What follows belongs to an exercise in optimizing a design on an open flow for small area and a short achievable clock period; a production flow would make more cautious choices. In this exercise RTL edits were held to simulation tests only and were not proved equivalent to the original. Power figures rest on the tool's default switching activity, not on a simulated workload.

// mk_mac
module mk_mac(CLK,
	      RST_N,
	      put_inp_A_a,
	      EN_put_inp_A,
	      RDY_put_inp_A,
	      put_inp_B_b,
	      EN_put_inp_B,
	      RDY_put_inp_B,
	      put_inp_C_c,
	      EN_put_inp_C,
	      RDY_put_inp_C,
	      put_inp_sel_sel,
	      EN_put_inp_sel,
	      RDY_put_inp_sel,
	      get_mac_op,
	      RDY_get_mac_op);
For scale: ~2100 cells after synthesis, ~0.025 mm^2 of cells after synthesis.
export LEC_CHECK = 0
export ABC_AREA = 0
export CAP_MARGIN = 0
export CORE_MARGIN = 2
export CORE_UTILIZATION = 65
export CTS_CLUSTER_DIAMETER = 100
export CTS_CLUSTER_SIZE = 30
export PLACE_DENSITY = 0.75
export SLEW_MARGIN = 0
export TNS_END_PERCENT = 30
create_clock -name core_clock -period 9.0 [get_ports {CLK}]
standard.sh (not shown) runs the stock make flow with config.mk's settings and CLKGATE_MAP_FILE= SYNTH_SCRIPT=/design/flow/synth_recipe.tcl, a recipe that flattens the netlist after the stock synthesis.
==> flow/flow/run.sh <==
#!/bin/bash
# Standard synthesis, then the standard layout steps with faster port
# buffers and a tighter timing-repair target.
set -e
bash standard.sh synth > synth.log 2>&1
bash standard.sh "BUFFER_PORTS_ARGS=-buffer_cell sky130_fd_sc_hd__buf_2" SETUP_SLACK_MARGIN=6.25 finish > layout.log 2>&1
Next try:
==> flow/flow/run.sh (replaced) <==
#!/bin/bash
# Standard synthesis, then the standard layout steps with faster port
# buffers and a tighter timing-repair target.
set -e
bash standard.sh synth > synth.log 2>&1
bash standard.sh "BUFFER_PORTS_ARGS=-buffer_cell sky130_fd_sc_hd__buf_2" SETUP_SLACK_MARGIN=6.15 finish > layout.log 2>&1
--- a/flow/config.mk
+++ b/flow/config.mk
@@ -14,3 +14,2 @@
 export PLACE_DENSITY = 0.75
 export SLEW_MARGIN = 0
-export TNS_END_PERCENT = 30
The new run finished with timing, DRC and antenna clean.
Sequential share of layout area shrinks by 0.14 points.
Clock-buffer cell count came out higher by 3.
Non-clock buffer count rises by 9.
Critical path depth came out lower by 10.
Next try:
==> flow/flow/run.sh (replaced) <==
#!/bin/bash
# Standard synthesis, then the standard layout steps with faster port
# buffers and a tighter timing-repair target.
set -e
bash standard.sh synth > synth.log 2>&1
bash standard.sh "BUFFER_PORTS_ARGS=-buffer_cell sky130_fd_sc_hd__buf_2" SETUP_SLACK_MARGIN=6.2 finish > layout.log 2>&1
--- a/flow/config.mk
+++ b/flow/config.mk
@@ -14,2 +14,3 @@
 export PLACE_DENSITY = 0.75
 export SLEW_MARGIN = 0
+export TNS_END_PERCENT = 10
Routed wire length shrinks slightly.
Hold slack loses 0.0055 ns.
Non-clock buffer count shrinks by 11.
Design area shrinks slightly.
Setup slack loses 0.085 ns.
Count of clock-buffer cells in the layout shrinks by 2.
Critical path depth grows by 10.
Next try:
==> flow/flow/run.sh (replaced) <==
#!/bin/bash
# Standard synthesis, then the standard layout steps with faster port
# buffers and a tighter timing-repair target.
set -e
bash standard.sh synth > synth.log 2>&1
bash standard.sh "BUFFER_PORTS_ARGS=-buffer_cell sky130_fd_sc_hd__buf_2" SETUP_SLACK_MARGIN=6.3 finish > layout.log 2>&1
--- a/flow/config.mk
+++ b/flow/config.mk
@@ -14,3 +14,3 @@
 export PLACE_DENSITY = 0.75
 export SLEW_MARGIN = 0
-export TNS_END_PERCENT = 10
+export TNS_END_PERCENT = 5
After rerunning: Worst setup slack gains 0.046 ns. Final area fell by 0.55%. Sequential share of layout area went up by 0.26 points. Final cell count went down by about 0.55%. Combinational power stays flat. Critical path depth does not change. Routed wire length fell by about 0.4%. Synthesized area does not change.

========
Setup of P:
Another version of the RTL of mk_mac (not shown whole).
For scale: roughly 2,300 cells after synthesis, roughly 110 I/O pins.
clock: 9.0 ns
lec_check: 0
abc_area: 0
cap_margin: 0
core_margin: 2
core_utilization: 80
cts_cluster_diameter: 100
cts_cluster_size: 32
place_density: 0.88
slew_margin: 0
==> flow/flow/run.sh <==
#!/bin/bash
# Layout flow: the standard synthesis; then the combinational logic of its
# netlist is re-mapped by ABC with every flip-flop instance (name, cell type,
# connections) kept as it is, and the result is checked equivalent to the
# standard netlist (if the check fails, the standard netlist is used); then
# the standard layout steps, with faster port buffers and a tighter
# timing-repair target.  Each tool writes its own log here.
set -e
W=$(pwd)
ABC_D=9.0          # delay target (ps) for the gate sizing in ABC
bash standard.sh synth > synth.log 2>&1

RES=$(dirname "$(find "$W/orfs/results" -name 1_2_yosys.v | head -1)")
LOGD=$(dirname "$(find "$W/orfs/logs" -name 1_2_yosys.log | head -1)")
OBJ=$(dirname "$(find "$W/orfs/objects" -name abc.constr | head -1)")
LIB="$FLOW_HOME/platforms/$FLOW_PLATFORM/lib/sky130_fd_sc_hd__tt_025C_1v80.lib"
YOSYS=$(command -v yosys || echo "$FLOW_HOME/../tools/install/yosys/bin/yosys")
DU=$(grep -o -- '-dont_use [A-Za-z0-9_]*' "$LOGD/1_2_yosys.log" | sort -u | tr '\n' ' ')
KEEP="=sky130_fd_sc_hd__dfxtp_1 =sky130_fd_sc_hd__edfxtp_1 =sky130_fd_sc_hd__conb_1"
cp "$RES/1_2_yosys.v" "$W/std_netlist.v"

sed -e "s#@LIB@#$LIB#g" -e "s#@KEEP@#$KEEP#g" -e "s#@IN@#$W/std_netlist.v#g" \
    -e "s#@SCRIPT@#$W/flow/resyn.abc#g" -e "s#@DU@#$DU#g" -e "s#@CONSTR@#$OBJ/abc.constr#g" \
    -e "s#@D@#$ABC_D#g" -e "s#@OUT@#$W/resyn_netlist.v#g" flow/resyn.ys.in > resyn.ys
sed -e "s#@LIB@#$LIB#g" -e "s#@GOLD@#$W/std_netlist.v#g" -e "s#@GATE@#$W/resyn_netlist.v#g" \
    flow/equiv.ys.in > equiv.ys

if "$YOSYS" -l resyn.log resyn.ys > /dev/null 2>&1 &&
   "$YOSYS" -l equiv.log equiv.ys > /dev/null 2>&1 &&
   grep -q "Equivalence successfully proven" equiv.log; then
  cp "$W/resyn_netlist.v" "$RES/1_2_yosys.v"
  bash standard.sh synth > synth2.log 2>&1
else
  echo "re-mapping not used" > resyn_skipped.txt
fi

bash standard.sh "BUFFER_PORTS_ARGS=-buffer_cell sky130_fd_sc_hd__buf_2" SETUP_SLACK_MARGIN=6.15 finish > layout.log 2>&1
==> flow/flow/resyn.abc <==
strash
&get -n
&st
&dch -f
&nf
&st
&dch -f
&nf
&put
buffer -c
upsize -c
dnsize -c
Other scripts of this flow, unchanged in this note and not shown: flow/flow/equiv.ys.in, flow/flow/resyn.ys.in
Input changes introduced in Q (baseline for comparison: P):
Settings: changing CORE_UTILIZATION from 80 to 65; changing PLACE_DENSITY from 0.88 to 0.75; changing CTS_CLUSTER_SIZE from 32 to 30.
-- flow/flow/resyn.abc --
<<< P, line 3
&st
&dch -f
&nf
&st
&dch -f
>>> Q, line 3
&st
&syn2
&dch -f
[summary]
- To summarise Q: no stage aborted, but the layout did not pass its checks, failing on antenna rules.
- Between Q and P, it is Q whose path depth of the worst reg2reg path is higher, by 1.
- Re cell total after placement: Q is 79 up on P.
- The higher post-route clock skew came out of P.
diff inputs: Q => R
Settings: CTS_CLUSTER_SIZE now 32, was 30.
-- flow/flow/resyn.abc --
<<< Q, line 3
&st
&syn2
&dch -f
>>> R, line 3
&st
&dch -f
&nf
&st
&dch -f
==> run summary <==
R | stages: all done | timing, DRC, antenna: all pass. Going from Q to R, final sum of negative setup slack comparable; routed wire length now smaller; endpoint arrival time on the critical path now smaller. The die of R is smaller than the one used in Q. Final hold slack came out higher on R than on Q. R vs Q: switching component of the power down by a few percent. In R, the final instance area came out about 2.5% below the value in Q. Changes observed in R relative to Q: share of the clock period used by the worst path down 1.0 points, detailed-routing wirelength on met1 down 5.4%, least setup slack across all paths after layout up 0.093 ns.
Setup changes, R to S
Settings: CORE_UTILIZATION: 65 -> 72; PLACE_DENSITY: 0.75 -> 0.82.
## What came out
Site row count: S < R. Detailed-placement wirelength estimate | S above R. ~same placed cell area in R and S. Time the final worst path needs with I/O delays and setup was lower in the run labelled R. Utilization up 7.5 points in S wrt R.
The inputs of T differ from those of S as listed below.
Settings: CORE_UTILIZATION: 72 -> 65; PLACE_DENSITY: 0.82 -> 0.75.
-- flow/flow/resyn.abc --
<<< S, line 3
&st
&dch -f
&nf
&st
&dch -f
>>> T, line 3
&st
&syn2
&dch -f
==> run summary <==
Slew at the pin with the worst max-slew slack in T vs S: up 0.020 ns. Worst hold slack of S is on par with T. Changes observed in T relative to S: required time of the critical path saw an increase, register share of total power increased by 0.2 points relative to the old numbers, half-perimeter wire length of the detailed placement result decreased 420 um. T finished all stages; the layout is clean.

==> afterwards: timing with drivers on the ports <==
How much do the figures lean on ideal ports? The routed layouts below were timed once more, with nothing changed but the port constraints. Step 1 sets driving cells, clkbuf_16 on the clock port and buf_2 on the other inputs (assumed; they add their load-dependent delay and slew). Step 2, shift: input delay + t, output delay - t, t = (earliest + latest rising clock arrival at the registers) / 2. This alone moves slack from input paths to output paths. Three values: no drivers, after step 1, after step 2; two values: the first two.
run	t (ns)	setup WS [ns]	worst setup path at the end	slew at the worst register clock pin (ns)	cell pins on the clock port's net
the first run of note 1	0.647	5.997 / 5.997 / 5.997	register to register	0.11 / 0.11	1
the second run of note 1	0.646	6.123 / 6.064 / 6.165	input to register	0.12 / 0.12	1
the third run of note 1	0.649	6.038 / 6.026 / 6.038	register to register	0.12 / 0.12	1
the fourth run of note 1	0.647	6.084 / 6.050 / 6.084	register to register	0.11 / 0.11	1
P	0.642	5.990 / 5.990 / 5.990	register to register	0.12 / 0.12	1
Q	0.625	6.090 / 6.076 / 6.090	register to register	0.11 / 0.11	1
R	0.610	6.183 / 6.129 / 6.215	input to register	0.12 / 0.12	1
S	0.629	6.143 / 6.090 / 6.143	register to register	0.12 / 0.12	1
T	0.621	6.112 / 6.065 / 6.112	register to register	0.12 / 0.12	1
